Background: an optimization exercise with open tools, aiming at small area and a short achievable clock period. Do not read the settings as production practice.
RTL that was checked went through simulation tests only; none was proved equivalent to the original.
No functional check of the RTL was part of runs 2 to 5.
Power figures rest on the tool's default switching activity, not on a simulated workload.

$ cat flow/config.mk
export PLATFORM = sky130hd
export DESIGN_NAME = datapathB_behavioral
export DESIGN_NICKNAME = datapathB_behavioral
export VERILOG_FILES = /design/flow/design.v
export SDC_FILE = /design/flow/constraint.sdc
export NUM_CORES = 4
export LEC_CHECK = 0
export CAP_MARGIN = 20
export CORE_MARGIN = 2
export CORE_UTILIZATION = 40
export CTS_BUF_LIST = sky130_fd_sc_hd__clkbuf_8
export CTS_CLUSTER_SIZE = 40
export SETUP_SLACK_MARGIN = 3.3
export SLEW_MARGIN = 20
$ cat flow/constraint.sdc
create_clock -name core_clock -period 6.0 [get_ports {CLK}]
set_input_delay 1.2000 -clock core_clock [delete_from_list [all_inputs] [get_ports {CLK}]]
set_output_delay 1.2000 -clock core_clock [all_outputs]
set_load 0.01 [all_outputs]
$ cat flow/design.v
module datapathB_behavioral
  #(parameter WLx = 8, parameter WLc = 8)
  ( input signed [WLx-1:0] x,
    input signed [WLc-1:0] a, b, c,
    input CLK,
    output signed [(WLx+WLc+WLc)+1:0] outR
  );
  reg [11:0] ex2; reg [7:0] x1, c1, c2; reg [8:0] w1;
  reg [15:0] yA1, yB1, y2;
  reg [22:0] zA3, zB3, z4; reg [8:0] w3;
  wire [11:0] ex0 = {x[7], ((x[7] & ~x[6] & ~x[5]) | (~x[7] & x[6] & x[5])), (x[6] ^ x[5]), x[5], ((x[5] & ~x[4] & ~x[3]) | (~x[5] & x[4] & x[3])), (x[4] ^ x[3]), x[3], ((x[3] & ~x[2] & ~x[1]) | (~x[3] & x[2] & x[1])), (x[2] ^ x[1]), x[1], (x[1] & ~x[0]), x[0]};
  wire [11:0] ex1 = {x1[7], ((x1[7] & ~x1[6] & ~x1[5]) | (~x1[7] & x1[6] & x1[5])), (x1[6] ^ x1[5]), x1[5], ((x1[5] & ~x1[4] & ~x1[3]) | (~x1[5] & x1[4] & x1[3])), (x1[4] ^ x1[3]), x1[3], ((x1[3] & ~x1[2] & ~x1[1]) | (~x1[3] & x1[2] & x1[1])), (x1[2] ^ x1[1]), x1[1], (x1[1] & ~x1[0]), x1[0]};
  wire n_1;
  wire n_2;
  wire n_3;
  wire n_4;
  wire n_5;
  wire n_6;
  wire n_7;
  wire n_8;
  wire n_9;
  wire n_10;
  wire n_11;
  wire n_12;
  wire n_13;
  wire n_14;
  wire n_15;
  wire n_16;
  wire n_17;
  wire n_18;
  wire n_19;
  wire n_20;
  wire n_21;
  wire n_22;
  wire n_23;
  wire n_24;
  wire n_25;
  wire n_26;
  wire n_27;
  wire n_28;
  wire n_29;
  wire n_30;
  wire n_31;
  wire n_32;
  wire n_33;
  wire n_34;
  wire n_35;
  wire n_36;
  wire n_37;
  wire n_38;
  wire n_39;
  wire n_40;
  wire n_41;
  wire n_42;
  wire n_43;
  wire n_44;
  wire n_45;
  wire n_46;
  wire n_47;
  wire n_48;
  wire n_49;
  wire n_50;
  wire n_51;
  wire n_52;
  wire n_53;
  wire n_54;
  wire n_55;
  wire n_56;
  wire n_57;
  wire n_58;
  wire n_59;
  wire n_60;
  wire n_61;
  wire n_62;
  wire n_63;
  wire n_64;
  wire n_65;
  wire n_66;
  wire n_67;
  wire n_68;
  wire n_69;
  wire n_70;
  wire n_71;
  wire n_72;
  wire n_73;
  wire n_74;
  wire n_75;
  wire n_76;
  wire n_77;
  wire n_78;
  wire n_79;
  wire n_80;
  wire n_81;
  wire n_82;
  wire n_83;
  wire n_84;
  wire n_85;
  wire n_86;
  wire n_87;
  wire n_88;
  wire n_89;
  wire n_90;
  wire n_91;
  wire n_92;
  wire n_93;
  wire n_94;
  wire n_95;
  wire n_96;
  wire n_97;
  wire n_98;
  wire n_99;
  wire n_100;
  wire n_101;
  wire n_102;
  wire n_103;
  wire n_104;
  wire n_105;
  wire n_106;
  wire n_107;
  wire n_108;
  wire n_109;
  wire n_110;
  wire n_111;
  wire n_112;
  wire n_113;
  wire n_114;
  wire n_115;
  wire n_116;
  wire n_117;
  wire n_118;
  wire n_119;
  wire n_120;
  wire n_121;
  wire n_122;
  wire n_123;
  wire n_124;
  wire n_125;
  wire n_126;
  wire n_127;
  wire n_128;
  wire n_129;
  wire n_130;
  wire n_131;
  wire n_132;
  wire n_133;
  wire n_134;
  wire n_135;
  wire n_136;
  wire n_137;
  wire n_138;
  wire n_139;
  wire n_140;
  wire n_141;
  wire n_142;
  wire n_143;
  wire n_144;
  wire n_145;
  wire n_146;
  wire n_147;
  wire n_148;
  wire n_149;
  wire n_150;
  wire n_151;
  wire n_152;
  wire n_153;
  wire n_154;
  wire n_155;
  wire n_156;
  wire n_157;
  wire n_158;
  wire n_159;
  wire n_160;
  wire n_161;
  wire n_162;
  wire n_163;
  wire n_164;
  wire n_165;
  wire n_166;
  wire n_167;
  wire n_168;
  wire n_169;
  wire n_170;
  wire n_171;
  wire n_172;
  wire n_173;
  wire n_174;
  wire n_175;
  wire n_176;
  wire n_177;
  wire n_178;
  wire n_179;
  wire n_180;
  wire n_181;
  wire n_182;
  wire n_183;
  wire n_184;
  wire n_185;
  wire n_186;
  wire n_187;
  wire n_188;
  wire n_189;
  wire n_190;
  wire n_191;
  wire n_192;
  assign n_1 = ((a[0] & ex0[0]) ^ ex0[2]);
  assign n_2 = (((a[1] & ex0[0]) | (a[0] & ex0[1])) ^ ex0[2]);
  assign n_3 = (((a[2] & ex0[0]) | (a[1] & ex0[1])) ^ ex0[2]);
  assign n_4 = (((a[3] & ex0[0]) | (a[2] & ex0[1])) ^ ex0[2]);
  assign n_5 = (((a[4] & ex0[0]) | (a[3] & ex0[1])) ^ ex0[2]);
  assign n_6 = (((a[5] & ex0[0]) | (a[4] & ex0[1])) ^ ex0[2]);
  assign n_7 = (((a[6] & ex0[0]) | (a[5] & ex0[1])) ^ ex0[2]);
  assign n_8 = (((a[7] & ex0[0]) | (a[6] & ex0[1])) ^ ex0[2]);
  assign n_9 = ~((((a[7] & ex0[0]) | (a[7] & ex0[1])) ^ ex0[2]));
  assign n_10 = ((a[0] & ex0[3]) ^ ex0[5]);
  assign n_11 = (((a[1] & ex0[3]) | (a[0] & ex0[4])) ^ ex0[5]);
  assign n_12 = (((a[2] & ex0[3]) | (a[1] & ex0[4])) ^ ex0[5]);
  assign n_13 = (((a[3] & ex0[3]) | (a[2] & ex0[4])) ^ ex0[5]);
  assign n_14 = (((a[4] & ex0[3]) | (a[3] & ex0[4])) ^ ex0[5]);
  assign n_15 = (((a[5] & ex0[3]) | (a[4] & ex0[4])) ^ ex0[5]);
  assign n_16 = (((a[6] & ex0[3]) | (a[5] & ex0[4])) ^ ex0[5]);
  assign n_17 = (((a[7] & ex0[3]) | (a[6] & ex0[4])) ^ ex0[5]);
  assign n_18 = ~((((a[7] & ex0[3]) | (a[7] & ex0[4])) ^ ex0[5]));
  assign n_19 = ((a[0] & ex0[6]) ^ ex0[8]);
  assign n_20 = (((a[1] & ex0[6]) | (a[0] & ex0[7])) ^ ex0[8]);
  assign n_21 = (((a[2] & ex0[6]) | (a[1] & ex0[7])) ^ ex0[8]);
  assign n_22 = (((a[3] & ex0[6]) | (a[2] & ex0[7])) ^ ex0[8]);
  assign n_23 = (((a[4] & ex0[6]) | (a[3] & ex0[7])) ^ ex0[8]);
  assign n_24 = (((a[5] & ex0[6]) | (a[4] & ex0[7])) ^ ex0[8]);
  assign n_25 = (((a[6] & ex0[6]) | (a[5] & ex0[7])) ^ ex0[8]);
  assign n_26 = (((a[7] & ex0[6]) | (a[6] & ex0[7])) ^ ex0[8]);
  assign n_27 = ~((((a[7] & ex0[6]) | (a[7] & ex0[7])) ^ ex0[8]));
  assign n_28 = ((a[0] & ex0[9]) ^ ex0[11]);
  assign n_29 = (((a[1] & ex0[9]) | (a[0] & ex0[10])) ^ ex0[11]);
  assign n_30 = (((a[2] & ex0[9]) | (a[1] & ex0[10])) ^ ex0[11]);
  assign n_31 = (((a[3] & ex0[9]) | (a[2] & ex0[10])) ^ ex0[11]);
  assign n_32 = (((a[4] & ex0[9]) | (a[3] & ex0[10])) ^ ex0[11]);
  assign n_33 = (((a[5] & ex0[9]) | (a[4] & ex0[10])) ^ ex0[11]);
  assign n_34 = (((a[6] & ex0[9]) | (a[5] & ex0[10])) ^ ex0[11]);
  assign n_35 = (((a[7] & ex0[9]) | (a[6] & ex0[10])) ^ ex0[11]);
  assign n_36 = ~((((a[7] & ex0[9]) | (a[7] & ex0[10])) ^ ex0[11]));
  assign n_37 = n_7 ^ n_14;
  assign n_38 = n_7 & n_14;
  assign n_39 = n_8 ^ n_15 ^ n_22;
  assign n_40 = (n_8 & n_15) | (n_8 & n_22) | (n_15 & n_22);
  assign n_41 = n_9 ^ n_16 ^ n_23;
  assign n_42 = (n_9 & n_16) | (n_9 & n_23) | (n_16 & n_23);
  assign n_43 = n_17 ^ n_24;
  assign n_44 = n_17 & n_24;
  assign n_45 = n_18 ^ n_25;
  assign n_46 = n_18 & n_25;
  assign n_47 = n_5 ^ n_12;
  assign n_48 = n_5 & n_12;
  assign n_49 = n_6 ^ n_13 ^ n_20;
  assign n_50 = (n_6 & n_13) | (n_6 & n_20) | (n_13 & n_20);
  assign n_51 = n_21 ^ n_28 ^ n_37;
  assign n_52 = (n_21 & n_28) | (n_21 & n_37) | (n_28 & n_37);
  assign n_53 = n_29 ^ n_39 ^ n_38;
  assign n_54 = (n_29 & n_39) | (n_29 & n_38) | (n_39 & n_38);
  assign n_55 = n_30 ^ n_41 ^ n_40;
  assign n_56 = (n_30 & n_41) | (n_30 & n_40) | (n_41 & n_40);
  assign n_57 = n_31 ^ n_43 ^ n_42;
  assign n_58 = (n_31 & n_43) | (n_31 & n_42) | (n_43 & n_42);
  assign n_59 = n_32 ^ n_45 ^ n_44;
  assign n_60 = (n_32 & n_45) | (n_32 & n_44) | (n_45 & n_44);
  assign n_61 = n_26 ^ n_33 ^ n_46;
  assign n_62 = (n_26 & n_33) | (n_26 & n_46) | (n_33 & n_46);
  assign n_63 = n_27 ^ n_34;
  assign n_64 = n_27 & n_34;
  assign n_65 = ((y2[0] & ex2[0]) ^ ex2[2]);
  assign n_66 = (((y2[1] & ex2[0]) | (y2[0] & ex2[1])) ^ ex2[2]);
  assign n_67 = (((y2[2] & ex2[0]) | (y2[1] & ex2[1])) ^ ex2[2]);
  assign n_68 = (((y2[3] & ex2[0]) | (y2[2] & ex2[1])) ^ ex2[2]);
  assign n_69 = (((y2[4] & ex2[0]) | (y2[3] & ex2[1])) ^ ex2[2]);
  assign n_70 = (((y2[5] & ex2[0]) | (y2[4] & ex2[1])) ^ ex2[2]);
  assign n_71 = (((y2[6] & ex2[0]) | (y2[5] & ex2[1])) ^ ex2[2]);
  assign n_72 = (((y2[7] & ex2[0]) | (y2[6] & ex2[1])) ^ ex2[2]);
  assign n_73 = (((y2[8] & ex2[0]) | (y2[7] & ex2[1])) ^ ex2[2]);
  assign n_74 = (((y2[9] & ex2[0]) | (y2[8] & ex2[1])) ^ ex2[2]);
  assign n_75 = (((y2[10] & ex2[0]) | (y2[9] & ex2[1])) ^ ex2[2]);
  assign n_76 = (((y2[11] & ex2[0]) | (y2[10] & ex2[1])) ^ ex2[2]);
  assign n_77 = (((y2[12] & ex2[0]) | (y2[11] & ex2[1])) ^ ex2[2]);
  assign n_78 = (((y2[13] & ex2[0]) | (y2[12] & ex2[1])) ^ ex2[2]);
  assign n_79 = (((y2[14] & ex2[0]) | (y2[13] & ex2[1])) ^ ex2[2]);
  assign n_80 = (((y2[15] & ex2[0]) | (y2[14] & ex2[1])) ^ ex2[2]);
  assign n_81 = ~((((y2[15] & ex2[0]) | (y2[15] & ex2[1])) ^ ex2[2]));
  assign n_82 = ((y2[0] & ex2[3]) ^ ex2[5]);
  assign n_83 = (((y2[1] & ex2[3]) | (y2[0] & ex2[4])) ^ ex2[5]);
  assign n_84 = (((y2[2] & ex2[3]) | (y2[1] & ex2[4])) ^ ex2[5]);
  assign n_85 = (((y2[3] & ex2[3]) | (y2[2] & ex2[4])) ^ ex2[5]);
  assign n_86 = (((y2[4] & ex2[3]) | (y2[3] & ex2[4])) ^ ex2[5]);
  assign n_87 = (((y2[5] & ex2[3]) | (y2[4] & ex2[4])) ^ ex2[5]);
  assign n_88 = (((y2[6] & ex2[3]) | (y2[5] & ex2[4])) ^ ex2[5]);
  assign n_89 = (((y2[7] & ex2[3]) | (y2[6] & ex2[4])) ^ ex2[5]);
  assign n_90 = (((y2[8] & ex2[3]) | (y2[7] & ex2[4])) ^ ex2[5]);
  assign n_91 = (((y2[9] & ex2[3]) | (y2[8] & ex2[4])) ^ ex2[5]);
  assign n_92 = (((y2[10] & ex2[3]) | (y2[9] & ex2[4])) ^ ex2[5]);
  assign n_93 = (((y2[11] & ex2[3]) | (y2[10] & ex2[4])) ^ ex2[5]);
  assign n_94 = (((y2[12] & ex2[3]) | (y2[11] & ex2[4])) ^ ex2[5]);
  assign n_95 = (((y2[13] & ex2[3]) | (y2[12] & ex2[4])) ^ ex2[5]);
  assign n_96 = (((y2[14] & ex2[3]) | (y2[13] & ex2[4])) ^ ex2[5]);
  assign n_97 = (((y2[15] & ex2[3]) | (y2[14] & ex2[4])) ^ ex2[5]);
  assign n_98 = ~((((y2[15] & ex2[3]) | (y2[15] & ex2[4])) ^ ex2[5]));
  assign n_99 = ((y2[0] & ex2[6]) ^ ex2[8]);
  assign n_100 = (((y2[1] & ex2[6]) | (y2[0] & ex2[7])) ^ ex2[8]);
  assign n_101 = (((y2[2] & ex2[6]) | (y2[1] & ex2[7])) ^ ex2[8]);
  assign n_102 = (((y2[3] & ex2[6]) | (y2[2] & ex2[7])) ^ ex2[8]);
  assign n_103 = (((y2[4] & ex2[6]) | (y2[3] & ex2[7])) ^ ex2[8]);
  assign n_104 = (((y2[5] & ex2[6]) | (y2[4] & ex2[7])) ^ ex2[8]);
  assign n_105 = (((y2[6] & ex2[6]) | (y2[5] & ex2[7])) ^ ex2[8]);
  assign n_106 = (((y2[7] & ex2[6]) | (y2[6] & ex2[7])) ^ ex2[8]);
  assign n_107 = (((y2[8] & ex2[6]) | (y2[7] & ex2[7])) ^ ex2[8]);
  assign n_108 = (((y2[9] & ex2[6]) | (y2[8] & ex2[7])) ^ ex2[8]);
  assign n_109 = (((y2[10] & ex2[6]) | (y2[9] & ex2[7])) ^ ex2[8]);
  assign n_110 = (((y2[11] & ex2[6]) | (y2[10] & ex2[7])) ^ ex2[8]);
  assign n_111 = (((y2[12] & ex2[6]) | (y2[11] & ex2[7])) ^ ex2[8]);
  assign n_112 = (((y2[13] & ex2[6]) | (y2[12] & ex2[7])) ^ ex2[8]);
  assign n_113 = (((y2[14] & ex2[6]) | (y2[13] & ex2[7])) ^ ex2[8]);
  assign n_114 = (((y2[15] & ex2[6]) | (y2[14] & ex2[7])) ^ ex2[8]);
  assign n_115 = ~((((y2[15] & ex2[6]) | (y2[15] & ex2[7])) ^ ex2[8]));
  assign n_116 = ((y2[0] & ex2[9]) ^ ex2[11]);
  assign n_117 = (((y2[1] & ex2[9]) | (y2[0] & ex2[10])) ^ ex2[11]);
  assign n_118 = (((y2[2] & ex2[9]) | (y2[1] & ex2[10])) ^ ex2[11]);
  assign n_119 = (((y2[3] & ex2[9]) | (y2[2] & ex2[10])) ^ ex2[11]);
  assign n_120 = (((y2[4] & ex2[9]) | (y2[3] & ex2[10])) ^ ex2[11]);
  assign n_121 = (((y2[5] & ex2[9]) | (y2[4] & ex2[10])) ^ ex2[11]);
  assign n_122 = (((y2[6] & ex2[9]) | (y2[5] & ex2[10])) ^ ex2[11]);
  assign n_123 = (((y2[7] & ex2[9]) | (y2[6] & ex2[10])) ^ ex2[11]);
  assign n_124 = (((y2[8] & ex2[9]) | (y2[7] & ex2[10])) ^ ex2[11]);
  assign n_125 = (((y2[9] & ex2[9]) | (y2[8] & ex2[10])) ^ ex2[11]);
  assign n_126 = (((y2[10] & ex2[9]) | (y2[9] & ex2[10])) ^ ex2[11]);
  assign n_127 = (((y2[11] & ex2[9]) | (y2[10] & ex2[10])) ^ ex2[11]);
  assign n_128 = (((y2[12] & ex2[9]) | (y2[11] & ex2[10])) ^ ex2[11]);
  assign n_129 = (((y2[13] & ex2[9]) | (y2[12] & ex2[10])) ^ ex2[11]);
  assign n_130 = (((y2[14] & ex2[9]) | (y2[13] & ex2[10])) ^ ex2[11]);
  assign n_131 = (((y2[15] & ex2[9]) | (y2[14] & ex2[10])) ^ ex2[11]);
  assign n_132 = ~((((y2[15] & ex2[9]) | (y2[15] & ex2[10])) ^ ex2[11]));
  assign n_133 = n_71 ^ n_86;
  assign n_134 = n_71 & n_86;
  assign n_135 = n_72 ^ n_87 ^ n_102;
  assign n_136 = (n_72 & n_87) | (n_72 & n_102) | (n_87 & n_102);
  assign n_137 = n_73 ^ n_88 ^ n_103;
  assign n_138 = (n_73 & n_88) | (n_73 & n_103) | (n_88 & n_103);
  assign n_139 = n_74 ^ n_89 ^ n_104;
  assign n_140 = (n_74 & n_89) | (n_74 & n_104) | (n_89 & n_104);
  assign n_141 = n_75 ^ n_90 ^ n_105;
  assign n_142 = (n_75 & n_90) | (n_75 & n_105) | (n_90 & n_105);
  assign n_143 = n_76 ^ n_91 ^ n_106;
  assign n_144 = (n_76 & n_91) | (n_76 & n_106) | (n_91 & n_106);
  assign n_145 = n_77 ^ n_92 ^ n_107;
  assign n_146 = (n_77 & n_92) | (n_77 & n_107) | (n_92 & n_107);
  assign n_147 = n_78 ^ n_93 ^ n_108;
  assign n_148 = (n_78 & n_93) | (n_78 & n_108) | (n_93 & n_108);
  assign n_149 = n_79 ^ n_94 ^ n_109;
  assign n_150 = (n_79 & n_94) | (n_79 & n_109) | (n_94 & n_109);
  assign n_151 = n_80 ^ n_95 ^ n_110;
  assign n_152 = (n_80 & n_95) | (n_80 & n_110) | (n_95 & n_110);
  assign n_153 = n_81 ^ n_96 ^ n_111;
  assign n_154 = (n_81 & n_96) | (n_81 & n_111) | (n_96 & n_111);
  assign n_155 = n_97 ^ n_112;
  assign n_156 = n_97 & n_112;
  assign n_157 = n_98 ^ n_113;
  assign n_158 = n_98 & n_113;
  assign n_159 = n_69 ^ n_84;
  assign n_160 = n_69 & n_84;
  assign n_161 = n_70 ^ n_85 ^ n_100;
  assign n_162 = (n_70 & n_85) | (n_70 & n_100) | (n_85 & n_100);
  assign n_163 = n_101 ^ n_116 ^ n_133;
  assign n_164 = (n_101 & n_116) | (n_101 & n_133) | (n_116 & n_133);
  assign n_165 = n_117 ^ n_135 ^ n_134;
  assign n_166 = (n_117 & n_135) | (n_117 & n_134) | (n_135 & n_134);
  assign n_167 = n_118 ^ n_137 ^ n_136;
  assign n_168 = (n_118 & n_137) | (n_118 & n_136) | (n_137 & n_136);
  assign n_169 = n_119 ^ n_139 ^ n_138;
  assign n_170 = (n_119 & n_139) | (n_119 & n_138) | (n_139 & n_138);
  assign n_171 = n_120 ^ n_141 ^ n_140;
  assign n_172 = (n_120 & n_141) | (n_120 & n_140) | (n_141 & n_140);
  assign n_173 = n_121 ^ n_143 ^ n_142;
  assign n_174 = (n_121 & n_143) | (n_121 & n_142) | (n_143 & n_142);
  assign n_175 = n_122 ^ n_145 ^ n_144;
  assign n_176 = (n_122 & n_145) | (n_122 & n_144) | (n_145 & n_144);
  assign n_177 = n_123 ^ n_147 ^ n_146;
  assign n_178 = (n_123 & n_147) | (n_123 & n_146) | (n_147 & n_146);
  assign n_179 = n_124 ^ n_149 ^ n_148;
  assign n_180 = (n_124 & n_149) | (n_124 & n_148) | (n_149 & n_148);
  assign n_181 = n_125 ^ n_151 ^ n_150;
  assign n_182 = (n_125 & n_151) | (n_125 & n_150) | (n_151 & n_150);
  assign n_183 = n_126 ^ n_153 ^ n_152;
  assign n_184 = (n_126 & n_153) | (n_126 & n_152) | (n_153 & n_152);
  assign n_185 = n_127 ^ n_155 ^ n_154;
  assign n_186 = (n_127 & n_155) | (n_127 & n_154) | (n_155 & n_154);
  assign n_187 = n_128 ^ n_157 ^ n_156;
  assign n_188 = (n_128 & n_157) | (n_128 & n_156) | (n_157 & n_156);
  assign n_189 = n_114 ^ n_129 ^ n_158;
  assign n_190 = (n_114 & n_129) | (n_114 & n_158) | (n_129 & n_158);
  assign n_191 = n_115 ^ n_130;
  assign n_192 = n_115 & n_130;
  wire [15:0] yA = {1'b0, n_36, n_35, n_63, n_61, n_59, n_57, n_55, n_53, n_51, n_49, n_19, n_4, n_3, n_2, n_1};
  wire [15:0] yB = {1'b0, 1'b0, n_64, n_62, n_60, n_58, n_56, n_54, n_52, n_50, n_48, n_47, n_11, n_10, 1'b0, 1'b0};
  wire [22:0] zA = {n_132, n_131, n_191, n_189, n_187, n_185, n_183, n_181, n_179, n_177, n_175, n_173, n_171, n_169, n_167, n_165, n_163, n_161, n_99, n_68, n_67, n_66, n_65};
  wire [22:0] zB = {1'b0, n_192, n_190, n_188, n_186, n_184, n_182, n_180, n_178, n_176, n_174, n_172, n_170, n_168, n_166, n_164, n_162, n_160, n_159, n_83, n_82, 1'b0, 1'b0};
  wire [8:0] w0 = {b[7], b} + {2'b00, {ex0[11], 1'b0, ex0[8], 1'b0, ex0[5], 1'b0, ex0[2]}};
  wire [8:0] w2 = {c2[7], c2} + {2'b00, {ex2[11], 1'b0, ex2[8], 1'b0, ex2[5], 1'b0, ex2[2]}};
  wire [15:0] W1 = {{7{w1[8]}}, w1} + 16'd43776;
  wire [22:0] W2 = {{14{w3[8]}}, w3} + 23'd2818048;
  wire [15:0] s1s = yA1 ^ yB1 ^ W1;
  wire [15:0] s1c = (yA1 & yB1) | (yA1 & W1) | (yB1 & W1);
  wire [22:0] s3s = zA3 ^ zB3 ^ W2;
  wire [22:0] s3c = (zA3 & zB3) | (zA3 & W2) | (zB3 & W2);
  always @(posedge CLK) begin
    x1 <= x; w1 <= w0; c1 <= c; yA1 <= yA; yB1 <= yB;
    ex2 <= ex1; c2 <= c1; y2 <= s1s + {s1c[14:0], 1'b0};
    zA3 <= zA; zB3 <= zB; w3 <= w2;
    z4 <= s3s + {s3c[21:0], 1'b0};
  end
  assign outR = {{3{z4[22]}}, z4};
endmodule
$ cat flow/flow/run.sh
#!/bin/bash
# Standard ORFS layout (standard.sh), except that every port gets a buf_2 as its port
# buffer instead of the delay buffer that buffer_ports picks by default.
set -euo pipefail
export BUFFER_PORTS_ARGS="-buffer_cell sky130_fd_sc_hd__buf_2"
bash standard.sh > standard_flow.log 2>&1
$ cat flow/standard.sh
#!/bin/bash
# synth_recipe.tcl (not shown) runs the flow's synth.tcl, then flattens the netlist and writes it again
# the make line also repeats each setting of config.mk as NAME=value (left out here)
make -C /OpenROAD-flow-scripts/flow DESIGN_CONFIG=/design/flow/config.mk WORK_HOME=/design/flow/orfs CLKGATE_MAP_FILE= SYNTH_SCRIPT=/design/flow/synth_recipe.tcl "${@:-finish}"
==> summary.md, run 1 <==
| Metric | Value |
|---|---|
| CP Data Arrival Time | `slightly above 3000 ps` |
| Top-level port count | `approximately 60` |
| Nets | `1136` |
| Num CTS Buffers | `17` |
| Fillcell total | `about 2200` |
| # hold bufs at CTS | `0` |
| Synthesized Nets | `1126` |
| Total of max-cap violations | `0` |
| Worst EP required | `6410 ps` |
| Min-delay src | `c1[1]$_DFF_P_` |
| Pre-CTS setup slack | `around 2300 ps` |
| Clock skew | `13.9 ps` |
| Critical path endpoint category | `flip-flop` |
| Reg-to-reg startpoint | `zA3[2]$_DFF_P_` |
| Routed Antenna Nets | `0` |
| Rows | `56` |
| Post-detail-place hpwl | `around 13 mm` |
| Port Buffer Count | `58` |
| Sequential area share after synthesis | `34.5%` |
| Non-Filler Cell Area, Final | `10500 µm²` |
| Actual slew at the worst max-slew pin | `1090 ps` |
| Max IR drop VDD | `267 µV` |
| CTS Buffer Depth | `2` |
| Final-report hold violation count | `0` |
| Routed wire per std cell | `about 14 µm` |
| TritonCTS clock tree | `done` |
| PD cells | `593 nW/µm²` |
| Area grow syn2layout | `10.5%` |
| Root buffer cell | `clkbuf_8` |
| Critical path startpoint category | `input port` |
| Clock Latency Late Sink | `460 ps` |
| Maximum fanout along the worst path | `23` |
| Yosys warnings | `1` |
| Most common cell after layout, fill and taps aside | `dfxtp_1` |
| Via density | `between 4 and 5` |
| Die area | `approximately 25000 µm²` |
| Synthesized cell area | `between 9000 and 10000 µm²` |
| FF-to-FF End | `z4[21]$_DFF_P_` |
| Gr ovfl total | `0` |
| Die Span X | `158 µm` |
| RSZ-0062 raised after global routing | `yes` |
| Max Clock Freq | `~380 MHz` |
| Via Count | `6472` |
| Vias in the first global route | `just over 6000` |
| Finished Layout Cells | `between 1000 and 1500` |
| Post-synth EDFFs | `0` |
| Post-DP Area | `9800 µm²` |
| Pin count of the biggest net entering global routing | `39` |
| Setup TNS | `0 ps` |
| H-tree depth reported by CTS | `4` |
| Commonest cells after routing, fill and taps aside | `162 x dfxtp_1, 70 x xnor2_1, 68 x inv_1` |
| CTS Sinks | `163` |
| Critical setup path kind | `input port to flip-flop` |
| Final setup viols | `0` |
| Tmin final | `2640 ps` |
| Syn Area/Cell | `9.80 µm²` |
| R2R cell count | `9` |
| Worst Hold Class | `flip-flop to flip-flop` |
| Antenna cells | `0` |
| R2R setup slack | `3400 ps` |
| Fin worst setup slack | `roughly 3400 ps` |
| Drt drc | `0` |
| First-pass GRT wire length | `30.0 mm` |
| Post-Place Cells | `between 1000 and 1500` |
| Final WL | `18.1 mm` |
| Fraction of layout cells with a size suffix above 1 | `a little over an eighth` |
| Final Slew Violations | `0` |
| Synthesized flop and latch total | `163` |
| DRT iter0 DRCs | `455` |
| Top_reg_cell synth | `dfxtp_1` |
| Core area | `23300 µm²` |
| DRT Pass-1 Iters | `5` |
| Period utilization | `43.9%` |
| Die Ht | `approximately 160 µm` |
| Starting Density | `around two fifths` |
| Synth Instances | `966` |
| Normalized max-slew margin | `26.9%` |
| Clock transition at path regs | `approximately 100 ps` |
| Leakage | `about 4.4 nW` |
| Cell variety after synth | `57` |
| Hold Path Cell Cnt | `0` |
| Ys async rst share | `0%` |
| Hold path endpoint | `c2[1]$_DFF_P_` |
| Status | `finished clean` |
| GPL Wtd Cong | `0.821` |
| Initial antenna violation count | `0` |
| Global Route Usage Sum | `15.2%` |
## flip-flops by register name, indices dropped and copies added (netlist names)
name	cells
c1	8
yB1	12
zB3	20
w1	9
y2	16
yA1	15
z4	23
x1	8
ex2	12
zA3	23
w3	9
c2	8
## worst max-delay path: stages
cell and delay, ps:
buf_6 150, xor2_2 190, and2_4 150, a22oi_1 150, o21ai_1 120, fa_1 520, inv_1 50, fa_2 500
## cell type report
| cell class | count | area (µm²) | share of cell area (%) |
|---|---|---|---|
| well taps | 319 | 399 | 3.82 |
| multi-input cells | 660 | 5700 | 54.5 |
| repair buffers | 65 | 407 | 3.89 |
| clock buffers | 17 | 234 | 2.24 |
| flip-flops and latches | 163 | 3270 | 31.2 |
| inverters | 69 | 263 | 2.51 |
| clock inverters | 15 | 190 | 1.82 |
## synthesized netlist by cell type, types with 12 or more instances
cell type    n  share of area (%)
fa_1        58                 12
a22oi_1     62                4.9
xor2_1      57                5.3
a31oi_1     13               0.86
nand3_1     19                1.0
a21oi_1     59                3.1
dfxtp_1    163                 34
inv_1       69                2.7
clkbuf_1    44                1.7
ha_1        69                9.1
nor2b_1     15               0.99
a21o_1      12               0.95
nor2_1      28                1.1
o21ai_0     38                2.0
xnor2_1     70                6.5
nand2_1     63                2.5
## metal layers
metal	wire, µm	part of all wire, %	GRT usage (%)	up-vias
met2	8410	46	24.6	132
met4	309	1.7	5.76	0
li1	-	-	-	3311
met1	8700	48	20.0	3008
met5	0	0	0	-
met3	701	3.9	2.82	21
## power breakdown
| group | total [mW] | switching [mW] | internal [mW] |
|---|---|---|---|
| Sequential | 1.78 | 0.274 | 1.50 |
| Clock | 0.811 | 0.454 | 0.357 |
| Combinational | 3.61 | 1.96 | 1.66 |
## cell families (layout without fill, tap and decap cells)
family | count (synthesis) | after routing | synth area share (%)
mux | 2 | 2 | 0.211
simple gates | 150 | 150 | 7.30
buf+inv | 143 | 166 | 6.65
flops | 163 | 163 | 34.5
fa+ha+maj | 138 | 138 | 22.5
compound gates | 243 | 243 | 17.1
xor+xnor | 127 | 127 | 11.7
## what timing repair did
action,CTS,global route
pin swaps,0,5
setup endpoints to repair,17,18
resized for setup,14,23
setup buffers,0,5
cloned,0,1
## through the flow
step / hold slack (ps) / power (mW) / util (%)
6_report: 335 / 6.21 / 44.8
5_1_grt: 340 / 6.85 / 44.8
4_1_cts: 337 / 6.11 / 44.1
3_5_place_dp: 313 / 5.22 / 42.0
3_3_place_gp: 312 / 5.17 / 42.0
2_1_floorplan: 310 / 4.65 / -
## worst max-delay path by stage
| stage | end | cells past startpoint | slack [ps] | startpoint |
|---|---|---|---|---|
| finish | yA1[8]$_DFF_P_ | 8 | 3360 | x[4] |
| CTS | yA1[7]$_DFF_P_ | 7 | 3290 | x[5] |
| detailed placement | yA1[7]$_DFF_P_ | 9 | 2280 | x[3] |
| floorplan | yA1[7]$_DFF_P_ | 8 | 3000 | x[3] |
| global placement | yA1[7]$_DFF_P_ | 9 | 2340 | x[3] |
| global route | z4[22]$_DFF_P_ | 8 | 3280 | w3[8]$_DFF_P_ |
==> run 2, diff against run 1 <==
--- a/flow/design.v
+++ b/flow/design.v
@@ -398,8 +398,8 @@
   wire [15:0] yB = {1'b0, 1'b0, n_64, n_62, n_60, n_58, n_56, n_54, n_52, n_50, n_48, n_47, n_11, n_10, 1'b0, 1'b0};
   wire [22:0] zA = {n_132, n_131, n_191, n_189, n_187, n_185, n_183, n_181, n_179, n_177, n_175, n_173, n_171, n_169, n_167, n_165, n_163, n_161, n_99, n_68, n_67, n_66, n_65};
   wire [22:0] zB = {1'b0, n_192, n_190, n_188, n_186, n_184, n_182, n_180, n_178, n_176, n_174, n_172, n_170, n_168, n_166, n_164, n_162, n_160, n_159, n_83, n_82, 1'b0, 1'b0};
-  wire [8:0] w0 = {b[7], b} + {2'b00, {ex0[11], 1'b0, ex0[8], 1'b0, ex0[5], 1'b0, ex0[2]}};
-  wire [8:0] w2 = {c2[7], c2} + {2'b00, {ex2[11], 1'b0, ex2[8], 1'b0, ex2[5], 1'b0, ex2[2]}};
+  wire signed [8:0] w0 = $signed({b[7], b}) + $signed({2'b00, {ex0[11], 1'b0, ex0[8], 1'b0, ex0[5], 1'b0, ex0[2]}});
+  wire signed [8:0] w2 = $signed({c2[7], c2}) + $signed({2'b00, {ex2[11], 1'b0, ex2[8], 1'b0, ex2[5], 1'b0, ex2[2]}});
   wire [15:0] W1 = {{7{w1[8]}}, w1} + 16'd43776;
   wire [22:0] W2 = {{14{w3[8]}}, w3} + 23'd2818048;
   wire [15:0] s1s = yA1 ^ yB1 ^ W1;
==> run 2 against run 1 <==
Largest cell class unchanged. Largest power group unchanged. Non-clock buffer count unchanged. Fmax unchanged. Still clean. Critical endpoint unchanged. Worst hold slack unchanged. Critical path depth unchanged. Design area unchanged. Sequential cell count unchanged.
==> summary.md, run 2 <==
| Metric | Value |
|---|---|
| Clock Latency Late Sink | `roughly 460 ps` |
| Period utilization | `43.9%` |
| Cell variety after synth | `57` |
| Via density | `a little under 5` |
| Most common cell after layout, fill and taps aside | `dfxtp_1` |
| Via Count | `6472` |
| Tot Pwr | `6.21 mW` |
| DRT Pass-1 Iters | `5` |
| Non-Filler Cell Area, Final | `10500 µm²` |
| Hold Path Cell Cnt | `0` |
| Synth cell count leaders | `163 x dfxtp_1, 70 x xnor2_1, 69 x ha_1, 69 x inv_1, 63 x nand2_1` |
| Rows | `56` |
| Final-report hold violation count | `0` |
| PD cells | `just under 600 nW/µm²` |
| Final Slew Violations | `0` |
| H-tree depth reported by CTS | `4` |
| Commonest cells after routing, fill and taps aside | `162 x dfxtp_1, 70 x xnor2_1, 68 x inv_1` |
| Core area | `23300 µm²` |
| Actual slew at the worst max-slew pin | `1090 ps` |
| FF-to-FF End | `z4[21]$_DFF_P_` |
| Area leader, netlist | `dfxtp_1` |
| Normalized max-slew margin | `26.9%` |
| Grt met2 use | `24.6%` |
| Ys async rst share | `0%` |
| CTS Sinks | `163` |
| Leakage | `4.43 nW` |
| Critical setup path kind | `input port to flip-flop` |
| Routed Antenna Nets | `0` |
| Buf/Inv on CP | `2` |
| Routed wire per std cell | `around 14 µm` |
| Vias in the first global route | `around 6100` |
| Syn Area/Cell | `9.80 µm²` |
| Drt drc | `0` |
| Antenna cells | `0` |
| Status | `finished clean` |
| Hold_ws | `approximately 340 ps` |
| Max Clock Freq | `379 MHz` |
| Top_reg_cell synth | `dfxtp_1` |
| Sequential area share after synthesis | `about a third` |
| Post-synth EDFFs | `0` |
| CP peak stage delay | `520 ps` |
| Total of max-cap violations | `0` |
| Main area contributors after synthesis | `dfxtp_1 34%, fa_1 12%, ha_1 9.1%, xnor2_1 6.5%, xor2_1 5.3%` |
| R2R setup slack | `roughly 3400 ps` |
| First-pass GRT wire length | `30.0 mm` |
| Synthesized cell area | `9470 µm²` |
| M3 GR Usage | `2.82%` |
| CP Data Arrival Time | `3040 ps` |
| Clock transition at path regs | `roughly 100 ps` |
| Post-detail-place hpwl | `13.2 mm` |
| TritonCTS clock tree | `done` |
| Clock skew | `13.9 ps` |
| Synth Instances | `a little under 1000` |
| Synthesized flop and latch total | `~160` |
| Area grow syn2layout | `10.5%` |
| Starting Density | `between 40% and 50%` |
| Setup TNS | `0 ps` |
| RSZ-0062 raised after global routing | `yes` |
| Initial antenna violation count | `0` |
| Final setup viols | `0` |
| Die Ht | `158 µm` |
| Nets | `1136` |
| Fillcell total | `approximately 2200` |
| Most numerous cell in the Yosys netlist | `dfxtp_1` |
| Most Crowded Layer GR | `met2` |
| Final WL | `18.1 mm` |
| Delay-heaviest family, CP | `adder cells` |
| Max IR drop VDD | `267 µV` |
| Num CTS Buffers | `17` |
| Largest regs | `z4: 23 flops, zA3: 23 flops, zB3: 20 flops` |
| Critical path endpoint category | `flip-flop` |
| Cell Chain, Critical Path | `buf_6 > xor2_2 > and2_4 > a22oi_1 > o21ai_1 > fa_1 > inv_1 > fa_2` |
| Gr ovfl total | `0` |
| CTS Buffer Depth | `2` |
| Hold path endpoint | `c2[1]$_DFF_P_` |
| GRT met1 Usage | `20.0%` |
| Tmin final | `between 2000 and 3000 ps` |
| Fraction of layout cells with a size suffix above 1 | `13.0%` |
| Die area | `approximately 25000 µm²` |
| Synthesized Nets | `1126` |
| Root buffer cell | `clkbuf_8` |
| DRT iter0 DRCs | `455` |
| Pin count of the biggest net entering global routing | `39` |
| Top-level port count | `59` |
| Global Route Usage Sum | `~15%` |
| Post-DP Area | `9800 µm²` |
| # hold bufs at CTS | `0` |
| Yosys warnings | `1` |
| R2R cell count | `9` |
| GPL Wtd Cong | `0.821` |
| Die Span X | `between 150 and 200 µm` |
| Synth top area share | `between 30% and 40%` |
| Worst Hold Class | `flip-flop to flip-flop` |
| Worst EP required | `between 6000 and 7000 ps` |
| Port Buffer Count | `58` |
| Critical path startpoint category | `input port` |
| Min-delay src | `c1[1]$_DFF_P_` |
| Maximum fanout along the worst path | `23` |
| Reg-to-reg startpoint | `zA3[2]$_DFF_P_` |
| Critical-path cell with the highest stage delay | `fa_1` |
[run 2: report_power, final]
part / switching [mW] / total (mW) / internal [mW]
Combinational: 1.96 / 3.61 / 1.66
Sequential: 0.274 / 1.78 / 1.50
Clock: 0.454 / 0.811 / 0.357
Total: 2.69 / 6.21 / 3.52
[run 2: through the flow]
stage          setup WS [ps]  std cells  util [%]
6_report                3360       1308      44.8
5_1_grt                 3280       1308      44.8
4_1_cts                 3290       1302      44.1
3_5_place_dp            2280       1270      42.0
3_3_place_gp            2340       1270      42.0
2_1_floorplan           3000        966         -
[run 2: cell families after synthesis]
group                      Yosys count  share of synthesized area (%)
AOI/OAI and AO/OA                  243                           17.1
DFF                                163                           34.5
and+or+nand+nor                    150                           7.30
buffers and inverters              143                           6.65
adders and majority gates          138                           22.5
xor gates and xnor gates           127                           11.7
muxes                                2                          0.211
[run 2: worst max-delay path by stage]
stage          slack [ps]        endpoint           from  cells past startpoint
2_1_floorplan        3000  yA1[7]$_DFF_P_           x[3]                      8
3_3_place_gp         2340  yA1[7]$_DFF_P_           x[3]                      9
3_5_place_dp         2280  yA1[7]$_DFF_P_           x[3]                      9
4_1_cts              3290  yA1[7]$_DFF_P_           x[5]                      7
5_1_grt              3280  z4[22]$_DFF_P_  w3[8]$_DFF_P_                      8
6_report             3360  yA1[8]$_DFF_P_           x[4]                      8
[run 2: repair_timing]
action | CTS | global route
setup endpoints to repair | 17 | 18
setup buffers | 0 | 5
cloned | 0 | 1
gates resized for setup | 14 | 23
pin swaps | 0 | 5
[run 2: area by class of cell]
| type | instances | area (µm²) | share of cell area (%) |
|---|---|---|---|
| multi-input combinational | 660 | 5700 | 54.5 |
| sequential | 163 | 3270 | 31.2 |
| timing repair buffer | 65 | 407 | 3.89 |
| tap | 319 | 399 | 3.82 |
| inverter | 69 | 263 | 2.51 |
| clock buffer | 17 | 234 | 2.24 |
| clock inverter | 15 | 190 | 1.82 |
[run 2: metal layers]
| metal | wire length (µm) | vias up |
|---|---|---|
| met5 | 0 | - |
| met4 | 309 | 0 |
| met3 | 701 | 21 |
| met2 | 8410 | 132 |
| met1 | 8700 | 3008 |
| li1 | - | 3311 |
[run 2: worst reg2reg max path: stages, from the launching register on]
cell      delay (ps)
dfxtp_1          330
fa_1             530
fa_2             400
a21oi_4          180
o21a_1           170
o21ai_2          110
a221oi_4         320
o221a_4          240
o31ai_2           80
xor2_1           140
==> run 3, diff against run 2 <==
--- a/flow/config.mk
+++ b/flow/config.mk
@@ -10,5 +10,5 @@
 export CORE_UTILIZATION = 40
 export CTS_BUF_LIST = sky130_fd_sc_hd__clkbuf_8
 export CTS_CLUSTER_SIZE = 40
-export SETUP_SLACK_MARGIN = 3.3
+export SETUP_SLACK_MARGIN = 3.7
 export SLEW_MARGIN = 20
==> run 3 against run 2 <==
Clock-buffer cell count unchanged. Global-route usage up 0.48 points. First-iteration DRC count down 10%. Area after synthesis unchanged. Critical endpoint unchanged. Non-clock buffer count up 26. Synthesized cell count unchanged. Largest power group unchanged. Combinational power up 17%. Via count up 3.7%. Largest cell class unchanged. Core utilization up 3.1 points. Cell count up 2.0%.
==> summary.md, run 3 <==
| Metric | Value |
|---|---|
| Status | `finished clean` |
| Gr ovfl total | `0` |
| Main area contributors after synthesis | `dfxtp_1 34%, fa_1 12%, ha_1 9.1%, xnor2_1 6.5%, xor2_1 5.3%` |
| Worst EP required | `roughly 6400 ps` |
| Synthesized Nets | `about 1100` |
| Critical path endpoint category | `flip-flop` |
| Synth cell count leaders | `163 x dfxtp_1, 70 x xnor2_1, 69 x ha_1, 69 x inv_1, 63 x nand2_1` |
| PD cells | `606 nW/µm²` |
| Largest family of logic cells by synthesized area | `adder cells` |
| Critical path startpoint category | `input port` |
| H-tree depth reported by CTS | `4` |
| Rows | `56` |
| Worst Hold Class | `flip-flop to flip-flop` |
| Die Span X | `158 µm` |
| Post-synthesis adder-cell area fraction | `22.5%` |
| First-pass GRT wire length | `31.2 mm` |
| Delay-heaviest family, CP | `adder cells` |
| Core area | `23300 µm²` |
| # hold bufs at CTS | `0` |
| Via Count | `6709` |
| Stages on the worst setup path | `9` |
| Critical-path cell with the highest stage delay | `fa_2` |
| Most numerous cell in the Yosys netlist | `dfxtp_1` |
| Initial antenna violation count | `0` |
| Min-delay src | `c1[1]$_DFF_P_` |
| Simple-Gate Fraction of Synth Area | `7.30%` |
| Synthesized flop and latch total | `163` |
| Clock transition at path regs | `100 ps` |
| Post-synthesis compound-gate area fraction | `between 10% and 20%` |
| Largest regs | `z4: 23 flops, zA3: 23 flops, zB3: 20 flops` |
| Leakage | `4.65 nW` |
| Area grow syn2layout | `18.1%` |
| CTS Sinks | `between 150 and 200` |
| Top_reg_cell synth | `dfxtp_1` |
| Port Buffer Count | `58` |
| Buf/Inv on CP | `3` |
| CP Data Arrival Time | `roughly 3100 ps` |
| Synth Instances | `966` |
| Max Clock Freq | `376 MHz` |
| Final setup viols | `0` |
| CTS Buffer Depth | `2` |
| RSZ-0062 raised after global routing | `yes` |
| Hold_ws | `335 ps` |
| Pin count of the biggest net entering global routing | `33` |
| Global Route Usage Sum | `15.6%` |
| Tmin final | `2660 ps` |
| Area leader, netlist | `dfxtp_1` |
| Routed Antenna Nets | `0` |
| Maximum fanout along the worst path | `7` |
| Fraction of layout cells with a size suffix above 1 | `23.9%` |
| Nets | `1162` |
| DRT Pass-1 Iters | `6` |
| Synthesized cell area | `around 9500 µm²` |
| XOR/XNOR share of the synthesized area | `11.7%` |
| Hold Path Cell Cnt | `0` |
| Die area | `24900 µm²` |
| Routed wire per std cell | `around 14 µm` |
| Cell variety after synth | `between 50 and 60` |
| Final Slew Violations | `0` |
| Most common cell after layout, fill and taps aside | `dfxtp_1` |
| Reg-to-reg startpoint | `w3[2]$_DFF_P_` |
| Num CTS Buffers | `17` |
| Ys async rst share | `0%` |
| Total of max-cap violations | `0` |
| Top-level port count | `59` |
| Via density | `5.03` |
| Final-report hold violation count | `0` |
| CP startpoint | `x[3]` |
| CP peak stage delay | `550 ps` |
| Period utilization | `44.3%` |
| Post-detail-place hpwl | `13.3 mm` |
| Drt drc | `0` |
| Syn Area/Cell | `around 9.8 µm²` |
| Cell Chain, Critical Path | `buf_16 > buf_4 > nand2_1 > nand2_1 > a21oi_1 > o21ai_1 > fa_2 > inv_2 > fa_2` |
| Synth top area share | `about 34%` |
| Antenna cells | `0` |
| Critical setup path kind | `input port to flip-flop` |
| Max IR drop VDD | `260 µV` |
| Clock skew | `roughly 15 ps` |
| R2R cell count | `9` |
| Root buffer cell | `clkbuf_8` |
| Vias in the first global route | `6412` |
| Clock Latency Late Sink | `around 450 ps` |
| Post-synth EDFFs | `0` |
| Commonest cells after routing, fill and taps aside | `148 x dfxtp_1, 69 x xnor2_1, 63 x inv_1` |
| GPL Wtd Cong | `0.815` |
| Starting Density | `around two fifths` |
| Multiplexer share of the synthesized area | `0.211%` |
| Actual slew at the worst max-slew pin | `just over 1000 ps` |
| Normalized max-slew margin | `31.6%` |
| TritonCTS clock tree | `done` |
| Yosys warnings | `1` |
| Sequential area share after synthesis | `34.5%` |
| Final WL | `19.0 mm` |
| Die Ht | `158 µm` |
| DRT iter0 DRCs | `409` |
| Setup TNS | `0 ps` |
## run 3: routing by layer
layer / share of wire [%] / track usage [%] / vias to the layer above / routed length [µm]
met1: 47 / 20.3 / 3198 / 8960
met5: 0 / 0 / - / 0
met2: 48 / 26.8 / 133 / 9200
li1: - / - / 3364 / -
met3: 3.4 / 2.38 / 14 / 637
met4: 1.0 / 4.59 / 0 / 198
## run 3: kinds of logic after synthesis
kind of cell / count (synthesis)
multiplexers: 2
XOR/XNOR: 127
AO/OA/AOI/OAI: 243
AND/OR/NAND/NOR: 150
adder cells (fa/ha/maj): 138
flip-flops: 163
buffers and inverters: 143
## run 3: through the flow
stage / power [mW] / cell area (µm²) / setup WS, ps / util (%) / std cells
after floorplan: 4.82 / 9690 / 3000 / - / 966
after global placement: 5.34 / 9890 / 2330 / 42.4 / 1269
after detailed placement: 5.39 / 9890 / 2260 / 42.4 / 1269
after CTS: 6.52 / 11000 / 3470 / 46.9 / 1330
after global routing: 7.43 / 11200 / 3320 / 47.9 / 1334
final: 6.78 / 11200 / 3340 / 47.9 / 1334
## run 3: final timing paths
path | slack (ps) | to
worst max register to register | 3450 | z4[21]$_DFF_P_
worst min-delay path | 340 | c2[1]$_DFF_P_
worst max-delay path | 3340 | yA1[8]$_DFF_P_
worst min register to register | 340 | c2[1]$_DFF_P_
## run 3: area by class of cell
cell class / instances / area [µm²]
timing repair buffer: 91 / 757
multi-input combinational: 660 / 6080
sequential: 163 / 3280
inverter: 69 / 270
clock buffer: 17 / 234
fill: 2165 / 12200
clock inverter: 15 / 161
tap: 319 / 399
## run 3: timing repair
action,in CTS,in global routing
gates resized for setup,95,50
setup buffers,26,4
endpoints found under the setup margin,60,40
cloned,3,0
pin swaps,47,31
## run 3: power breakdown
group	switching, mW	internal [mW]	total (mW)
Clock	0.454	0.314	0.768
Sequential	0.279	1.51	1.79
Combinational	2.18	2.04	4.22
==> run 4, diff against run 3 <==
--- a/flow/design.v
+++ b/flow/design.v
@@ -5,11 +5,10 @@
     input CLK,
     output signed [(WLx+WLc+WLc)+1:0] outR
   );
-  reg [11:0] ex2; reg [7:0] x1, c1, c2; reg [8:0] w1;
+  reg [11:0] ex1, ex2; reg [7:0] c1, c2; reg [8:0] w1;
   reg [15:0] yA1, yB1, y2;
   reg [22:0] zA3, zB3, z4; reg [8:0] w3;
   wire [11:0] ex0 = {x[7], ((x[7] & ~x[6] & ~x[5]) | (~x[7] & x[6] & x[5])), (x[6] ^ x[5]), x[5], ((x[5] & ~x[4] & ~x[3]) | (~x[5] & x[4] & x[3])), (x[4] ^ x[3]), x[3], ((x[3] & ~x[2] & ~x[1]) | (~x[3] & x[2] & x[1])), (x[2] ^ x[1]), x[1], (x[1] & ~x[0]), x[0]};
-  wire [11:0] ex1 = {x1[7], ((x1[7] & ~x1[6] & ~x1[5]) | (~x1[7] & x1[6] & x1[5])), (x1[6] ^ x1[5]), x1[5], ((x1[5] & ~x1[4] & ~x1[3]) | (~x1[5] & x1[4] & x1[3])), (x1[4] ^ x1[3]), x1[3], ((x1[3] & ~x1[2] & ~x1[1]) | (~x1[3] & x1[2] & x1[1])), (x1[2] ^ x1[1]), x1[1], (x1[1] & ~x1[0]), x1[0]};
   wire n_1;
   wire n_2;
   wire n_3;
@@ -407,7 +406,7 @@
   wire [22:0] s3s = zA3 ^ zB3 ^ W2;
   wire [22:0] s3c = (zA3 & zB3) | (zA3 & W2) | (zB3 & W2);
   always @(posedge CLK) begin
-    x1 <= x; w1 <= w0; c1 <= c; yA1 <= yA; yB1 <= yB;
+    ex1 <= ex0; w1 <= w0; c1 <= c; yA1 <= yA; yB1 <= yB;
     ex2 <= ex1; c2 <= c1; y2 <= s1s + {s1c[14:0], 1'b0};
     zA3 <= zA; zB3 <= zB; w3 <= w2;
     z4 <= s3s + {s3c[21:0], 1'b0};
--- a/flow/config.mk
+++ b/flow/config.mk
@@ -10,5 +10,5 @@
 export CORE_UTILIZATION = 40
 export CTS_BUF_LIST = sky130_fd_sc_hd__clkbuf_8
 export CTS_CLUSTER_SIZE = 40
-export SETUP_SLACK_MARGIN = 3.7
+export SETUP_SLACK_MARGIN = 3.0
 export SLEW_MARGIN = 20
==> run 4 against run 3 <==
Still clean on timing, DRC and antenna. First-iteration DRC count shrank 19%. Via count grew 0.10%. Fmax shrank 6.1%. Cell count grew 1.6%. Register-to-register slack lost 260 ps. Non-clock buffer count shrank 32. Sequential power is essentially flat. Combinational power shrank 19%. Synthesized cell count grew 6.2%. Critical path type unchanged.
==> summary.md, run 4 <==
| Metric | Value |
|---|---|
| Fraction of layout cells with a size suffix above 1 | `10.2%` |
| Fillcell total | `2353` |
| Core area | `24200 µm²` |
| Drt drc | `0` |
| Pre-CTS setup slack | `2360 ps` |
| Initial antenna violation count | `0` |
| Cell variety after synth | `57` |
| Finished Layout Cells | `1355` |
| Starting Density | `40.4%` |
| Fin worst setup slack | `3170 ps` |
| Syn Area/Cell | `~9.5 µm²` |
| GPL Wtd Cong | `0.783` |
| Commonest cells after routing, fill and taps aside | `166 x dfxtp_1, 85 x nand2_1, 69 x ha_1` |
| Final setup viols | `0` |
| Sequential area share after synthesis | `34.2%` |
| Hold path endpoint | `ex2[10]$_DFF_P_` |
| Yosys warnings | `1` |
| TritonCTS clock tree | `done` |
| Synth top area share | `34.2%` |
| Clock Latency Late Sink | `450 ps` |
| Synthesized cell area | `9760 µm²` |
| Synth Instances | `1026` |
| Pin count of the biggest net entering global routing | `55` |
| Period utilization | `47.2%` |
| Clock transition at path regs | `90 ps` |
| Global Route Usage Sum | `14.9%` |
| Maximum fanout along the worst path | `35` |
| Root buffer cell | `clkbuf_8` |
| Critical path startpoint category | `input port` |
| Normalized max-slew margin | `approximately a quarter` |
| Post-Place Cells | `1323` |
| H-tree depth reported by CTS | `4` |
| Nets | `1178` |
| Final WL | `approximately 18 mm` |
| Antenna cells | `0` |
| Synthesized flop and latch total | `167` |
| R2R cell count | `9` |
| Min-delay src | `ex1[10]$_DFF_P_` |
| Met1 wire length | `9.05 mm` |
| Hold_ws | `about 330 ps` |
| Die Span X | `around 160 µm` |
| Critical setup path kind | `input port to flip-flop` |
| Length of routed met3 wiring | `633 µm` |
| First-pass GRT wire length | `~31 mm` |
| CTS Sinks | `167` |
| Via Count | `6716` |
| Tmin final | `between 2000 and 3000 ps` |
| DRT Pass-1 Iters | `5` |
| Final core occ | `a little over two fifths` |
| Leakage | `~4.4 nW` |
| Area leader, netlist | `dfxtp_1` |
| Met2 routed WL | `8.35 mm` |
| Die area | `25700 µm²` |
| Max Clock Freq | `353 MHz` |
| Top_reg_cell synth | `dfxtp_1` |
| Clock skew | `16.4 ps` |
| Worst Hold Class | `flip-flop to flip-flop` |
| Routed Antenna Nets | `0` |
| Rows | `57` |
| Area grow syn2layout | `7.98%` |
| FF-to-FF End | `z4[15]$_DFF_P_` |
| Reg-to-reg startpoint | `zA3[2]$_DFF_P_` |
| Critical path endpoint category | `flip-flop` |
| Die Ht | `around 160 µm` |
| Hold Path Cell Cnt | `0` |
| Via density | `roughly 5.0` |
| Most numerous cell in the Yosys netlist | `dfxtp_1` |
| Num CTS Buffers | `17` |
| Top-level port count | `59` |
| Post-synth EDFFs | `0` |
| Synthesized Nets | `1186` |
| Largest regs | `z4: 23 flops, zA3: 23 flops, zB3: 20 flops` |
| Status | `finished clean` |
| CTS Buffer Depth | `2` |
| Post-detail-place hpwl | `13.3 mm` |
| Max IR drop VDD | `240 µV` |
| R2R setup slack | `3190 ps` |
| Routed wire per std cell | `~13 µm` |
| Vias in the first global route | `approximately 6400` |
| PD cells | `577 nW/µm²` |
| Worst EP required | `~6300 ps` |
| Final-report hold violation count | `0` |
| DRT iter0 DRCs | `331` |
| Gr ovfl total | `0` |
| Highest Signal Layer | `met4` |
| Final Slew Violations | `0` |
| Most common cell after layout, fill and taps aside | `dfxtp_1` |
| Synth cell count leaders | `167 x dfxtp_1, 85 x nand2_1, 69 x ha_1` |
| Total of max-cap violations | `0` |
| Actual slew at the worst max-slew pin | `about 1100 ps` |
| Main area contributors after synthesis | `dfxtp_1 34%, fa_1 12%, ha_1 8.8%, xnor2_1 5.5%, xor2_1 5.4%` |
| RSZ-0062 raised after global routing | `no` |
| CP Data Arrival Time | `3170 ps` |
| Ys async rst share | `0%` |
| Setup TNS | `0 ps` |
| Port Buffer Count | `just under 60` |
==> run 4: cell types whose count changed in the layout (fill, tap and decap cells not counted), moves of 10 or more <==
cell and change:
ha_1 +14, a21oi_2 -10, o22ai_1 +11, dfxtp_1 +18
buf_4 -24, nand2_1 +25, nor2_1 +25, dfxtp_2 -13
maj3_1 +11, o21ai_0 +24, ha_4 -11
==> run 4: worst max-delay path by stage <==
stage                   from        endpoint  slack (ps)  cells past startpoint
5_1_grt                 x[5]  yA1[8]$_DFF_P_        3050                      8
3_5_place_dp            x[3]  yA1[7]$_DFF_P_        2360                      9
3_3_place_gp            x[3]  yA1[7]$_DFF_P_        2400                      9
4_1_cts        w3[8]$_DFF_P_  z4[22]$_DFF_P_        3040                      9
6_report                x[1]  yA1[7]$_DFF_P_        3170                      7
2_1_floorplan           x[3]  yA1[8]$_DFF_P_        3000                      9
==> run 4: cells by family after synthesis <==
family          after synthesis  synth area share [%]
xor+xnor                    121                  10.9
buf+inv                     146                  6.04
flops                       167                  34.2
mux                           3                 0.308
simple gates                189                  8.84
compound gates              255                  17.1
fa+ha+maj                   145                  22.6
==> run 4: what timing repair did <==
action	4_1_cts	5_1_grt
gates resized for setup	3	2
hold buffers	0	0
buffers inserted	0	0
setup endpoints to repair	4	3
==> run 4: layout make-up <==
cell class,instances,area [µm²],share of cell area (%)
clock buffer,17,234,2.22
clock inverter,15,190,1.80
inverter,60,225,2.14
multi-input combinational,713,5840,55.3
sequential,167,3340,31.7
tap,324,405,3.84
timing repair buffer,59,309,2.93
==> run 4: critical path, stage by stage <==
cell and delay (ps):
buf_4 320, inv_1 270, nor3_1 230, a21oi_1 80, fa_1 550, inv_1 50
fa_1 430
==> run 4: stage by stage <==
stage                     power, mW  cell area (µm²)
after floorplan                4.61             9830
after global placement         5.24            10100
after detailed placement       5.29            10100
after CTS                      6.16            10500
after global routing           6.72            10500
final                          6.08            10500
==> run 4: layer usage <==
metal	vias to the layer above	GRT usage, %
met5	-	0
met4	0	4.14
met3	10	3.01
met2	132	24.1
met1	3104	20.3
li1	3470	-
==> run 4: where the power goes <==
part / internal (mW) / total, mW / switching (mW) / leakage (nW)
combinational: 1.56 / 3.43 / 1.87 / 2.85
sequential: 1.53 / 1.81 / 0.273 / 1.41
clock: 0.419 / 0.839 / 0.420 / 0.194
==> run 5, diff against run 4 <==
==> flow/run.sh (new file) <==
#!/bin/bash
# synth_recipe.tcl (not shown) runs the flow's synth.tcl, then flattens the netlist and writes it again
# the make line also repeats each setting of config.mk as NAME=value (left out here)
make -C /OpenROAD-flow-scripts/flow DESIGN_CONFIG=/design/flow/config.mk WORK_HOME=/design/flow/orfs CLKGATE_MAP_FILE= SYNTH_SCRIPT=/design/flow/synth_recipe.tcl finish
removed: flow/flow/run.sh
removed: flow/standard.sh
==> run 5 against run 4 <==
Still clean on timing, DRC and antenna. Via count fell by 0.82%. Worst setup slack got worse by 120 ps. Cell count is 0.15% higher. Design area is 1.9% higher. Critical endpoint is now yA1[8]$_DFF_P_. Largest cell class unchanged.
==> summary.md, run 5 <==
| Metric | Value |
|---|---|
| XOR/XNOR share of the synthesized area | `10.9%` |
| CTS Buffer Depth | `2` |
| Synth Instances | `1026` |
| TritonCTS clock tree | `done` |
| Main area contributors after synthesis | `dfxtp_1 34%, fa_1 12%, ha_1 8.8%, xnor2_1 5.5%, xor2_1 5.4%` |
| Largest family of logic cells by synthesized area | `adder cells` |
| Hold Path Cell Cnt | `0` |
| Most Crowded Layer GR | `met2` |
| Max IR drop VDD | `250 µV` |
| Combinational share of power | `roughly three fifths` |
| Most numerous cell in the Yosys netlist | `dfxtp_1` |
| Final-report hold violation count | `0` |
| Die Span X | `about 160 µm` |
| Clk pwr share | `12.2%` |
| Clock transition at path regs | `~90 ps` |
| # hold bufs at CTS | `0` |
| Area grow syn2layout | `10.0%` |
| H-tree depth reported by CTS | `4` |
| Normalized max-slew margin | `~28%` |
| Final Slew Violations | `0` |
| Via density | `4.91` |
| Post-synthesis adder-cell area fraction | `a little under a quarter` |
| Synth cell count leaders | `167 x dfxtp_1, 85 x nand2_1, 69 x ha_1` |
| Crit-path most repeated cell | `fa_1` |
| Clock Latency Late Sink | `460 ps` |
| Period utilization | `49.1%` |
| Worst Hold Class | `flip-flop to flip-flop` |
| Tot Pwr | `between 6 and 7 mW` |
| Synthesized cell area | `9760 µm²` |
| CP endpoint | `yA1[8]$_DFF_P_` |
| Total of max-cap violations | `0` |
| Setup TNS | `0 ps` |
| Actual slew at the worst max-slew pin | `1080 ps` |
| Largest regs | `z4: 23 flops, zA3: 23 flops, zB3: 20 flops` |
| Core area | `24200 µm²` |
| Drt drc | `0` |
| Grt met2 use | `a little under a quarter` |
| Port Buffer Count | `58` |
| R2R cell count | `9` |
| Post-synthesis compound-gate area fraction | `17.1%` |
| Pin count of the biggest net entering global routing | `between 50 and 60` |
| DRT iter0 DRCs | `381` |
| Post-synth EDFFs | `0` |
| Vias in the first global route | `6342` |
| Nets | `1180` |
| Die Ht | `160 µm` |
| Antenna cells | `0` |
| Routed Antenna Nets | `0` |
| Top_reg_cell synth | `dfxtp_1` |
| Commonest cells after routing, fill and taps aside | `166 x dfxtp_1, 85 x nand2_1, 69 x ha_1` |
| M3 GR Usage | `just under 3%` |
| Sw power | `approximately 2.6 mW` |
| Int Pwr | `around 3.5 mW` |
| Tmin final | `2950 ps` |
| Via Count | `6661` |
| Global Route Usage Sum | `14.4%` |
| CP startpoint | `a[6]` |
| Final setup viols | `0` |
| Root buffer cell | `clkbuf_8` |
| Area leader, netlist | `dfxtp_1` |
| Post-CTS setup buffers | `0` |
| Syn Area/Cell | `around 9.5 µm²` |
| Leakage | `around 4.5 nW` |
| Most common cell after layout, fill and taps aside | `dfxtp_1` |
| Multiplexer share of the synthesized area | `0.308%` |
| Critical-path cell with the highest stage delay | `dlygate4sd2_1` |
| Cell variety after synth | `57` |
| Ys async rst share | `0%` |
| DRT Pass-1 Iters | `7` |
| Critical setup path kind | `input port to flip-flop` |
| Top-level port count | `59` |
| Fraction of layout cells with a size suffix above 1 | `5.52%` |
| Synthesized flop and latch total | `167` |
| Maximum fanout along the worst path | `14` |
| Gr ovfl total | `0` |
| PD cells | `~570 nW/µm²` |
| Post-detail-place hpwl | `roughly 13 mm` |
| Starting Density | `between 40% and 50%` |
| Initial antenna violation count | `0` |
| Sequential area share after synthesis | `34.2%` |
| Reg-to-reg startpoint | `zA3[2]$_DFF_P_` |
| Num CTS Buffers | `17` |
| GPL Wtd Cong | `0.795` |
| Rows | `57` |
| Critical path startpoint category | `input port` |
| Yosys warnings | `1` |
| CP peak stage delay | `610 ps` |
| Switching share of power | `between 40% and 50%` |
| Routed wire per std cell | `~13 µm` |
| Status | `finished clean` |
| Cell Chain, Critical Path | `dlygate4sd2_1 > nand2_1 > o211ai_1 > o21ai_0 > o21ai_2 > fa_1 > inv_1 > fa_1` |
| Synth top area share | `34.2%` |
| Synthesized Nets | `1186` |
| Sequential fraction of design power | `approximately 30%` |
| Final WL | `roughly 18 mm` |
| Die area | `25700 µm²` |
| Critical path endpoint category | `flip-flop` |
| CP Data Arrival Time | `3280 ps` |
| GRT met1 Usage | `19.8%` |
| Clock skew | `18.0 ps` |
| First-pass GRT wire length | `30.5 mm` |
| RSZ-0062 raised after global routing | `yes` |
| R2R setup slack | `3220 ps` |
| Max Clock Freq | `339 MHz` |
| CTS Sinks | `roughly 170` |
| Worst EP required | `6330 ps` |
| Simple-Gate Fraction of Synth Area | `under 10%` |
| FF-to-FF End | `z4[15]$_DFF_P_` |
[run 5: worst max-delay path: cells and delay by family]
| family | cells | cell delay (ps) |
|---|---|---|
| AOI/OAI and AO/OA | 3 | 400 |
| buffers and inverters | 2 | 690 |
| and+or+nand+nor | 1 | 160 |
| adders and majority gates | 2 | 830 |
[run 5: cell families after synthesis]
kind of cell,after synthesis
simple gates,189
mux,3
buf+inv,146
compound gates,255
xor+xnor,121
flops,167
fa+ha+maj,145
[run 5: worst min path at each step]
stage / startpoint / to / slack (ps)
floorplan: c1[0]$_DFF_P_ / c2[0]$_DFF_P_ / 310
global placement: ex1[9]$_DFF_P_ / ex2[9]$_DFF_P_ / 310
detailed placement: ex1[4]$_DFF_P_ / ex2[4]$_DFF_P_ / 310
CTS: c1[6]$_DFF_P_ / c2[6]$_DFF_P_ / 330
global route: c1[0]$_DFF_P_ / c2[0]$_DFF_P_ / 330
finish: c1[0]$_DFF_P_ / c2[0]$_DFF_P_ / 330
[run 5: final cells by class]
class                   count  area, µm²
clock inverters            15        134
flip-flops and latches    167       3340
multi-input cells         713       5840
well taps                 324        405
inverters                  60        225
repair buffers             61        563
clock buffers              17        234
fillers                  2328      13400
[run 5: power groups by stage]
stage | combinational, mW | clock [mW] | sequential, mW
3_5_place_dp | 3.56 | 0 | 1.84
5_1_grt | 4.07 | 0.826 | 1.86
2_1_floorplan | 2.89 | 0 | 1.72
6_report | 3.53 | 0.741 | 1.81
4_1_cts | 3.57 | 0.779 | 1.81
3_3_place_gp | 3.50 | 0 | 1.83
[run 5: repair_timing]
action                                  4_1_cts  5_1_grt
resized for setup                            20       16
endpoints found under the setup margin       18        9
endpoints found under the hold margin         0        0
[run 5: through the flow]
stage               hold slack, ps  worst slack (ps)  instance area, µm²  std cells  utilization (%)
floorplan                      310              3000                9830       1026                -
global placement               311              1830               10400       1325             43.0
detailed placement             312              1820               10400       1325             43.0
CTS                            326              3020               10800       1357             44.5
global route                   333              2940               10700       1357             44.4
finish                         329              3050               10700       1357             44.4
[run 5: layer usage]
layer | wire [µm] | vias up
met5 | 0 | -
met4 | 167 | 0
met3 | 514 | 12
met2 | 8230 | 105
met1 | 8900 | 3071
li1 | - | 3473

## what the ideal ports hide
No port has a modelled driver above. Below, the same layouts with a new extraction and two added sets of constraints. Step 1 sets driving cells, clkbuf_16 on the clock port and buf_2 on the other inputs (assumed; they add their load-dependent delay and slew). Step 2 also shifts input and output timing later by t, the mid clock arrival at the registers, as if the neighbouring blocks saw the same clock. a / b / c = ideal / step 1 / step 2; a / b = the first two.
run | shift t [ns] | setup WS [ns] | clock arrival spread, ns
run 1 | 0.491 | 3.365 / 3.293 / 2.801 | 0.014 / 0.015
run 2 | 0.491 | 3.365 / 3.293 / 2.801 | 0.014 / 0.015
run 3 | 0.489 | 3.343 / 3.292 / 2.803 | 0.015 / 0.015
run 4 | 0.485 | 3.170 / 3.186 / 2.701 | 0.020 / 0.020
run 5 | 0.484 | 3.053 / 3.070 / 2.585 | 0.021 / 0.021
After both steps setup and hold are still met in every run listed.
